Source: an optimization exercise on an open RTL-to-GDS flow (aim: small area). Production flows keep margins and buffers that such runs may drop. At most, simulation tests tie the RTL to the original design; equivalence was not proved. Power figures rest on the tool's default switching activity, not on a simulated workload.

==> 08-18: inputs <==
## dis_sound
module dis_sound(
 CLK, RSTn, pulse_r, pulse_t, test_count, Digitron_Out, DigitronCS_Out,LED_Out
);
Settings: LEC_CHECK=0, CAP_MARGIN=20, CORE_MARGIN=2, CORE_UTILIZATION=40, CTS_CLUSTER_DIAMETER=80, CTS_CLUSTER_SIZE=30, SLEW_MARGIN=20; clock period 25.0 ns.
standard.sh (not shown) runs the stock make flow with config.mk's settings and CLKGATE_MAP_FILE= SYNTH_SCRIPT=/design/flow/synth_recipe.tcl, a recipe that flattens the netlist after the stock synthesis.
==> flow/flow/run.sh <==
#!/bin/bash
# Layout flow: the standard ORFS flow (standard.sh, unchanged synthesis,
# floorplan, power grid and routing) with two changes to how buffers are
# chosen: ports get the smallest buffer cell, and clock tree synthesis uses
# larger sink clusters without dummy loads. The full output of the run goes
# to flow_run.log here, and the ORFS logs are copied to orfs_logs/.
set -euo pipefail
export BUFFER_PORTS_ARGS="-buffer_cell sky130_fd_sc_hd__buf_1"
export CTS_ARGS="-sink_clustering_enable -repair_clock_nets -sink_clustering_size 30 -sink_clustering_max_diameter 80 -dont_use_dummy_load"
status=0
bash standard.sh > flow_run.log 2>&1 || status=$?
mkdir -p orfs_logs
cp -r orfs/logs/. orfs_logs/ 2>/dev/null || true
exit $status
==> 01-25: changes against 08-18 <==
--- a/flow/design.v
+++ b/flow/design.v
@@ -100,11 +100,12 @@
 			vc <= vc + 1'b1;
 	localparam S_IDLE = 5'd0, S_SUB0 = 5'd6, S_ADD6 = 5'd7,
 	           S_LED1 = 5'd9, S_LED7 = 5'd15, S_H = 5'd16, S_DH = 5'd20;
 	reg [4:0] st;
 	reg [2:0] pos;                 
-	reg [22:0] W;
+	reg [22:0] Wn;                 
+	wire [22:0] W = ~Wn;
 	reg [17:0] N;                  
 	reg [2:0] q;                   
 	reg cond;                      
 	wire cap = (st == S_IDLE && tick) || (st >= 5'd1 && st <= 5'd5);
 	wire [5:0] sel;
@@ -126,11 +127,11 @@
 		k(st, 5'd9, ~23'd529410) | k(st, 5'd10, ~23'd1058820) | k(st, 5'd11, ~23'd1588230) |
 		k(st, 5'd12, ~23'd2117640) | k(st, 5'd13, ~23'd2647050) | k(st, 5'd14, ~23'd3176460) |
 		k(st, 5'd15, ~23'd3705870) | k(st, 5'd16, ~23'd1764708) | k(st, 5'd17, ~23'd176472) |
 		k(st, 5'd18, ~23'd17646) | k(st, 5'd19, ~23'd1764) | k(st, 5'd20, ~23'd174);
 	wire cin = st >= S_SUB0 && st != S_ADD6;
-	wire [22:0] A = {W[22:8], (st == S_IDLE) ? 8'd0 : W[7:0]};
+	wire [22:0] A = (st == S_IDLE) ? 23'd0 : W;      
 	wire [22:0] B = kc | {3'b000, entry};
 	wire [23:0] cy;
 	wire [22:0] sum;
 	assign cy[0] = cin;
 	genvar gi;
@@ -140,14 +141,14 @@
 	wire ok = cy[23];              
 	wire is_dig = (st >= S_H && st <= S_DH);
 	wire is_led = (st >= S_LED1 && st <= S_LED7);
 	wire upd = cap || st == S_ADD6 || ((st == S_SUB0 || is_dig) && ok);
 	always @ (posedge CLK)
-		if(upd) W <= sum;
-	always @ (posedge CLK) begin
-		if(!RSTn) begin
-			st <= S_H;             
+		if(upd) Wn <= ~sum;
+	always @ (posedge CLK) begin
+		if(!RSTn) begin
+			st <= S_IDLE;
 			pos <= 3'd6;
 		end else begin
 			if(cap)
 				pos <= (st == 5'd5) ? 3'd6 : pos - 1'b1 + shift;
 			case(st)
@@ -194,36 +195,26 @@
 			if(cond) led_case <= q;
 		end
 	assign LED_Out = {8{on}} & {led_show == 3'd7, led_show >= 3'd6, led_show >= 3'd5,
 	                  led_show >= 3'd4, led_show >= 3'd3, led_show >= 3'd2,
 	                  led_show >= 3'd1, 1'b1};
-	reg [2:0] ds;
+	reg [5:0] CS;
 	reg [3:0] shown;               
-	reg [3:0] dsel;
-	always @* begin
-		case(ds)
-			3'd1: dsel = {2'b00, D[17:16]};
-			3'd2: dsel = D[15:12];
-			3'd3: dsel = D[11:8];
-			3'd4: dsel = D[7:4];
-			default: dsel = D[3:0];
-		endcase
-	end
-	wire [3:0] val = (on && ds != 3'd0) ? dsel : 4'd0;
-	always @ (posedge CLK)
-		if(!RSTn) begin
-			ds <= 0;
+	wire [5:0] cs_next = CS[5] ? {1'b1, CS[0], CS[4:1]} : 6'b111110;
+	wire [3:0] dsel = ({4{~cs_next[4]}} & {2'b00, D[17:16]}) | ({4{~cs_next[3]}} & D[15:12]) |
+	                  ({4{~cs_next[2]}} & D[11:8]) | ({4{~cs_next[1]}} & D[7:4]) |
+	                  ({4{~cs_next[0]}} & D[3:0]);
+	wire [3:0] val = (on && CS[5]) ? dsel : 4'd0;
+	always @ (posedge CLK)
+		if(!RSTn) begin
+			CS <= 0;
 			shown <= 4'd15;
 		end else if(step) begin
-			ds <= (ds == 3'd5 || ds == 3'd0) ? 3'd1 : ds + 1'b1;
+			CS <= cs_next;
 			if(!(val[3] & val[1]))         
 				shown <= val;
 		end
 	wire [6:0] seg;
 	My_Dig U2 (.num(shown), .seg(seg));
-	assign Digitron_Out = {ds == 3'd4, seg};
-	assign DigitronCS_Out = (ds == 3'd0) ? 6'b000000 :
-	                        (ds == 3'd1) ? 6'b111110 :
-	                        (ds == 3'd2) ? 6'b101111 :
-	                        (ds == 3'd3) ? 6'b110111 :
-	                        (ds == 3'd4) ? 6'b111011 : 6'b111101;
+	assign Digitron_Out = {CS[5] & ~CS[2], seg};
+	assign DigitronCS_Out = CS;
 endmodule
==> flow/flow/run.sh (replaced) <==
#!/bin/bash
# Layout flow: the standard ORFS flow (standard.sh: the same synthesis
# script, floorplan, power grid, placement and routing) with three changes:
#  - the final technology mapping in synthesis uses an area-oriented ABC script
#    (flow/abc_own.script) in place of ORFS's abc_speed.script; registers are
#    mapped exactly as in the standard synthesis, ABC only remaps the gates;
#  - ports are buffered with the smallest buffer cell;
#  - clock tree synthesis uses larger sink clusters, no dummy loads, and
#    clkbuf_4 for the root and branching buffers (clkbuf_16 at the leaves).
# The full output of the run goes to flow_run.log here; the ORFS logs are
# copied to orfs_logs/.
set -euo pipefail
WORK=$PWD
rm -rf "$WORK/own_scripts"
cp -r "$FLOW_HOME/scripts" "$WORK/own_scripts"
cp "$WORK/flow/abc_own.script" "$WORK/own_scripts/abc_speed.script"
export BUFFER_PORTS_ARGS="-buffer_cell sky130_fd_sc_hd__buf_1"
export CTS_ARGS="-sink_clustering_enable -repair_clock_nets -sink_clustering_size 30 -sink_clustering_max_diameter 120 -dont_use_dummy_load -root_buf sky130_fd_sc_hd__clkbuf_4 -tree_buf sky130_fd_sc_hd__clkbuf_4 -buf_list {sky130_fd_sc_hd__clkbuf_4 sky130_fd_sc_hd__clkbuf_16}"
status=0
bash standard.sh "SCRIPTS_DIR=$WORK/own_scripts" finish > flow_run.log 2>&1 || status=$?
mkdir -p orfs_logs
cp -r orfs/logs/. orfs_logs/ 2>/dev/null || true
exit $status
==> flow/flow/abc_own.script (new file) <==
&get -n
&st
&dch
&nf
&st
&syn2
&if -g -K 6
&synch2
&nf
&st
&syn2
&if -g -K 6
&synch2
&nf
&st
&syn2
&if -g -K 6
&synch2
&nf
&st
&syn2
&if -g -K 6
&synch2
&nf
&st
&syn2
&if -g -K 6
&synch2
&nf
&st
&dch
&st
&deepsyn -T 60
&dch
&nf -a -R 1000
&put
topo
dnsize -c
CTS_CLUSTER_DIAMETER = 120   (was 80)
==> 07-05: changes against 08-18 <==
==> flow/flow/run.sh (replaced) <==
#!/bin/bash
# Layout flow: the standard ORFS flow (standard.sh: the same synthesis
# script, floorplan, power grid, placement and routing) with three changes:
#  - the final technology mapping in synthesis uses an area-oriented ABC script
#    (flow/abc_own.script) in place of ORFS's abc_speed.script; registers are
#    mapped exactly as in the standard synthesis, ABC only remaps the gates;
#  - ports are buffered with the smallest buffer cell;
#  - clock tree synthesis uses larger sink clusters and no dummy loads.
# The full output of the run goes to flow_run.log here; the ORFS logs are
# copied to orfs_logs/.
set -euo pipefail
WORK=$PWD
rm -rf "$WORK/own_scripts"
cp -r "$FLOW_HOME/scripts" "$WORK/own_scripts"
cp "$WORK/flow/abc_own.script" "$WORK/own_scripts/abc_speed.script"
export BUFFER_PORTS_ARGS="-buffer_cell sky130_fd_sc_hd__buf_1"
export CTS_ARGS="-sink_clustering_enable -repair_clock_nets -sink_clustering_size 30 -sink_clustering_max_diameter 80 -dont_use_dummy_load"
status=0
bash standard.sh "SCRIPTS_DIR=$WORK/own_scripts" finish > flow_run.log 2>&1 || status=$?
mkdir -p orfs_logs
cp -r orfs/logs/. orfs_logs/ 2>/dev/null || true
exit $status
==> flow/flow/abc_own.script (new file) <==
&get -n
&st
&dch
&nf
&st
&syn2
&if -g -K 6
&synch2
&nf
&st
&syn2
&if -g -K 6
&synch2
&nf
&st
&syn2
&if -g -K 6
&synch2
&nf
&st
&syn2
&if -g -K 6
&synch2
&nf
&st
&syn2
&if -g -K 6
&synch2
&nf
&st
&dch
&st
&deepsyn -T 60
&dch
&nf -R 1000
&put
topo
dnsize -c
==> comparison table <==
Part of the Yosys area used for sequential elements: 07-05 0.662; 01-25 0.669; 08-18 0.602
Area share of xor/xnor cells in the synthesized design: 07-05 0.00337; 01-25 0.00506; 08-18 0.00306
Row Count: 07-05 59; 01-25 58; 08-18 61
Total placed cells including tap cells: 07-05 1138; 01-25 1121; 08-18 1277
Count of filler cells inserted in the layout: 07-05 2384; 01-25 2300; 08-18 2671
Net total in the final layout: 07-05 892; 01-25 874; 08-18 989
DIE WIDTH: 07-05 165 um; 01-25 165 um; 08-18 173 um
Result of the run: 07-05 finished clean; 01-25 finished clean; 08-18 finished clean
Power attributed to the clock group: 07-05 216 uW; 01-25 191 uW; 08-18 227 uW
Post-synth cell types: 07-05 45; 01-25 47; 08-18 82
Synthesized cell area: 07-05 0.0104 mm2; 01-25 0.0104 mm2; 08-18 0.0114 mm2
Peak clock frequency supported by timing: 07-05 80.2 MHz; 01-25 77.8 MHz; 08-18 79.4 MHz
Combinational Power: 07-05 315 uW; 01-25 64.9 uW; 08-18 286 uW
Multiplexer share of the synthesized area: 07-05 0.000962; 01-25 0; 08-18 0.00722
Endpoint of the lowest-slack register-to-register path: 07-05 W[8]; 01-25 Wn[21]; 08-18 W[10]
Number of flip-flops and latches: 07-05 255; 01-25 258; 08-18 255
Power per Cell Area: 07-05 97.0 mW/mm2; 01-25 64.8 mW/mm2; 08-18 88.2 mW/mm2
Clock sink total: 07-05 255; 01-25 258; 08-18 255
Start of the worst register-to-register path: 07-05 cnt[0]; 01-25 st[0]; 08-18 vc[1]

---

==> run B: inputs <==
dis_sound, a different RTL version from the one above (not shown whole).
clock: 25.0 ns
lec_check: 0
cap_margin: 20
core_margin: 2
core_utilization: 40
cts_cluster_diameter: 80
cts_cluster_size: 30
slew_margin: 20
==> flow/flow/run.sh <==
#!/bin/bash
# Layout flow: the standard ORFS flow (standard.sh: the same synthesis
# script, floorplan, power grid, placement and routing) with three changes:
#  - the final technology mapping in synthesis uses an area-oriented ABC script
#    (flow/abc_own.script) in place of ORFS's abc_speed.script; registers are
#    mapped exactly as in the standard synthesis, ABC only remaps the gates;
#  - ports are buffered with the smallest buffer cell;
#  - clock tree synthesis uses larger sink clusters and no dummy loads.
# The full output of the run goes to flow_run.log here; the ORFS logs are
# copied to orfs_logs/.
set -euo pipefail
WORK=$PWD
rm -rf "$WORK/own_scripts"
cp -r "$FLOW_HOME/scripts" "$WORK/own_scripts"
cp "$WORK/flow/abc_own.script" "$WORK/own_scripts/abc_speed.script"
export BUFFER_PORTS_ARGS="-buffer_cell sky130_fd_sc_hd__buf_1"
export CTS_ARGS="-sink_clustering_enable -repair_clock_nets -sink_clustering_size 10 -sink_clustering_max_diameter 40 -dont_use_dummy_load -buf_list {sky130_fd_sc_hd__clkbuf_4 sky130_fd_sc_hd__clkbuf_8 sky130_fd_sc_hd__clkbuf_16}"
status=0
bash standard.sh "SCRIPTS_DIR=$WORK/own_scripts" finish > flow_run.log 2>&1 || status=$?
mkdir -p orfs_logs
cp -r orfs/logs/. orfs_logs/ 2>/dev/null || true
exit $status
==> flow/flow/abc_own.script <==
&get -n
&st
&dch
&nf
&st
&syn2
&if -g -K 6
&synch2
&nf
&st
&syn2
&if -g -K 6
&synch2
&nf
&st
&syn2
&if -g -K 6
&synch2
&nf
&st
&syn2
&if -g -K 6
&synch2
&nf
&st
&syn2
&if -g -K 6
&synch2
&nf
&st
&dch
&st
&deepsyn -T 60
&dch
&nf -a -R 1000
&put
topo
dnsize -c
==> run E (differences from run B) <==
--- a/flow/design.v
+++ b/flow/design.v
@@ -124,34 +124,34 @@
 		k = (s == v) ? c : 23'd0;
 	endfunction
 	wire [22:0] kc = k(st, S_SUB0, ~23'd61770) | k(st, S_ADD6, 23'd6) |
 		k(st, 5'd9, ~23'd529410) | k(st, 5'd10, ~23'd1058820) | k(st, 5'd11, ~23'd1588230) |
 		k(st, 5'd12, ~23'd2117640) | k(st, 5'd13, ~23'd2647050) | k(st, 5'd14, ~23'd3176460) |
 		k(st, 5'd15, ~23'd3705870) | k(st, 5'd16, ~23'd1764708) | k(st, 5'd17, ~23'd176472) |
 		k(st, 5'd18, ~23'd17646) | k(st, 5'd19, ~23'd1764) | k(st, 5'd20, ~23'd174);
 	wire cin = st >= S_SUB0 && st != S_ADD6;
-	wire [22:0] A = {W[22:8], (st == S_IDLE) ? 8'd0 : W[7:0]};
+	wire [22:0] A = (st == S_IDLE) ? 23'd0 : W;      
 	wire [22:0] B = kc | {3'b000, entry};
 	wire [23:0] cy;
 	wire [22:0] sum;
 	assign cy[0] = cin;
 	genvar gi;
 	generate for (gi = 0; gi < 23; gi = gi + 1) begin : g_add
 		fadd fa (.a(A[gi]), .b(B[gi]), .c(cy[gi]), .s(sum[gi]), .co(cy[gi+1]));
 	end endgenerate
 	wire ok = cy[23];              
 	wire is_dig = (st >= S_H && st <= S_DH);
 	wire is_led = (st >= S_LED1 && st <= S_LED7);
 	wire upd = cap || st == S_ADD6 || ((st == S_SUB0 || is_dig) && ok);
 	always @ (posedge CLK)
 		if(upd) Wn <= ~sum;
 	always @ (posedge CLK) begin
 		if(!RSTn) begin
-			st <= S_H;             
+			st <= S_IDLE;
 			pos <= 3'd6;
 		end else begin
 			if(cap)
 				pos <= (st == 5'd5) ? 3'd6 : pos - 1'b1 + shift;
 			case(st)
 				S_IDLE:  if(tick) st <= 5'd1;
 				S_ADD6:  st <= S_LED1;
 				S_DH:    if(!ok) st <= S_IDLE;
@@ -192,39 +192,29 @@
 			led_case <= 0;
 		end else if(tick) begin
 			on <= cond;
 			if(cond) led_case <= q;
 		end
 	assign LED_Out = {8{on}} & {led_show == 3'd7, led_show >= 3'd6, led_show >= 3'd5,
 	                  led_show >= 3'd4, led_show >= 3'd3, led_show >= 3'd2,
 	                  led_show >= 3'd1, 1'b1};
-	reg [2:0] ds;
+	reg [5:0] CS;
 	reg [3:0] shown;               
-	reg [3:0] dsel;
-	always @* begin
-		case(ds)
-			3'd1: dsel = {2'b00, D[17:16]};
-			3'd2: dsel = D[15:12];
-			3'd3: dsel = D[11:8];
-			3'd4: dsel = D[7:4];
-			default: dsel = D[3:0];
-		endcase
-	end
-	wire [3:0] val = (on && ds != 3'd0) ? dsel : 4'd0;
-	always @ (posedge CLK)
-		if(!RSTn) begin
-			ds <= 0;
+	wire [5:0] cs_next = CS[5] ? {1'b1, CS[0], CS[4:1]} : 6'b111110;
+	wire [3:0] dsel = ({4{~cs_next[4]}} & {2'b00, D[17:16]}) | ({4{~cs_next[3]}} & D[15:12]) |
+	                  ({4{~cs_next[2]}} & D[11:8]) | ({4{~cs_next[1]}} & D[7:4]) |
+	                  ({4{~cs_next[0]}} & D[3:0]);
+	wire [3:0] val = (on && CS[5]) ? dsel : 4'd0;
+	always @ (posedge CLK)
+		if(!RSTn) begin
+			CS <= 0;
 			shown <= 4'd15;
 		end else if(step) begin
-			ds <= (ds == 3'd5 || ds == 3'd0) ? 3'd1 : ds + 1'b1;
+			CS <= cs_next;
 			if(!(val[3] & val[1]))         
 				shown <= val;
 		end
 	wire [6:0] seg;
 	My_Dig U2 (.num(shown), .seg(seg));
-	assign Digitron_Out = {ds == 3'd4, seg};
-	assign DigitronCS_Out = (ds == 3'd0) ? 6'b000000 :
-	                        (ds == 3'd1) ? 6'b111110 :
-	                        (ds == 3'd2) ? 6'b101111 :
-	                        (ds == 3'd3) ? 6'b110111 :
-	                        (ds == 3'd4) ? 6'b111011 : 6'b111101;
+	assign Digitron_Out = {CS[5] & ~CS[2], seg};
+	assign DigitronCS_Out = CS;
 endmodule
--- a/flow/flow/run.sh
+++ b/flow/flow/run.sh
@@ -9,14 +9,14 @@
 # The full output of the run goes to flow_run.log here; the ORFS logs are
 # copied to orfs_logs/.
 set -euo pipefail
 WORK=$PWD
 rm -rf "$WORK/own_scripts"
 cp -r "$FLOW_HOME/scripts" "$WORK/own_scripts"
 cp "$WORK/flow/abc_own.script" "$WORK/own_scripts/abc_speed.script"
 export BUFFER_PORTS_ARGS="-buffer_cell sky130_fd_sc_hd__buf_1"
-export CTS_ARGS="-sink_clustering_enable -repair_clock_nets -sink_clustering_size 10 -sink_clustering_max_diameter 40 -dont_use_dummy_load -buf_list {sky130_fd_sc_hd__clkbuf_4 sky130_fd_sc_hd__clkbuf_8 sky130_fd_sc_hd__clkbuf_16}"
+export CTS_ARGS="-sink_clustering_enable -repair_clock_nets -sink_clustering_size 30 -sink_clustering_max_diameter 80 -dont_use_dummy_load"
 status=0
 bash standard.sh "SCRIPTS_DIR=$WORK/own_scripts" finish > flow_run.log 2>&1 || status=$?
 mkdir -p orfs_logs
 cp -r orfs/logs/. orfs_logs/ 2>/dev/null || true
 exit $status
==> results.cfg <==
[run_status]
status = complete, no violations

[clock_network]
cts.clk_slew.worst_paths_ns = 0.05

[critical_path]
worst-path-buf-inv = 4

[sta]
whs_ns = 0.418
fin_crit_sh_pct = 46.6

[global_route]
antenna_found_initial = 1

[detailed_routing]
dr_total_vias = 6247
wl_met2_um = 9560
# the run above: run B

==> results.cfg <==
[detailed_routing]
dr_total_vias = 6126

[clock_network]
cts.clk_slew.worst_paths_ns = 0.11

[run_status]
status = complete, no violations

[global_route]
antenna_found_initial = 0

[sta]
whs_ns = 0.417
# the run above: run E

The RTL of run B was laid out without a check of its function.

==> afterwards: timing with drivers on the ports <==
How much do the figures lean on ideal ports? The routed layouts below were timed once more, with nothing changed but the port constraints. Step 1: set_driving_cell puts a clkbuf_16 on CLK and a buf_2 on each other input, an assumption about the parent block. Step 2 times the ports against the registers' clock, not the clock port: input delays grow and output delays shrink by t, the midpoint of the rising clock arrivals with the driver on. Three values: ideal, step 1, step 2; two values: the first two.
run	t, ns	setup WS [ns]	worst setup path after step 2	worst register clock-pin slew, ns	cell pins on the clock port's net
08-18	0.531	12.406 / 12.406 / 12.406	register to register	0.11 / 0.11	1
01-25	0.668	12.142 / 12.142 / 12.142	register to register	0.12 / 0.12	1
07-05	0.516	12.532 / 12.532 / 12.532	register to register	0.11 / 0.11	1
run B	0.532	13.343 / 13.343 / 13.343	register to register	0.05 / 0.05	1
run E	0.507	12.136 / 12.136 / 12.136	register to register	0.11 / 0.11	1
After both steps setup and hold are still met in every run listed.
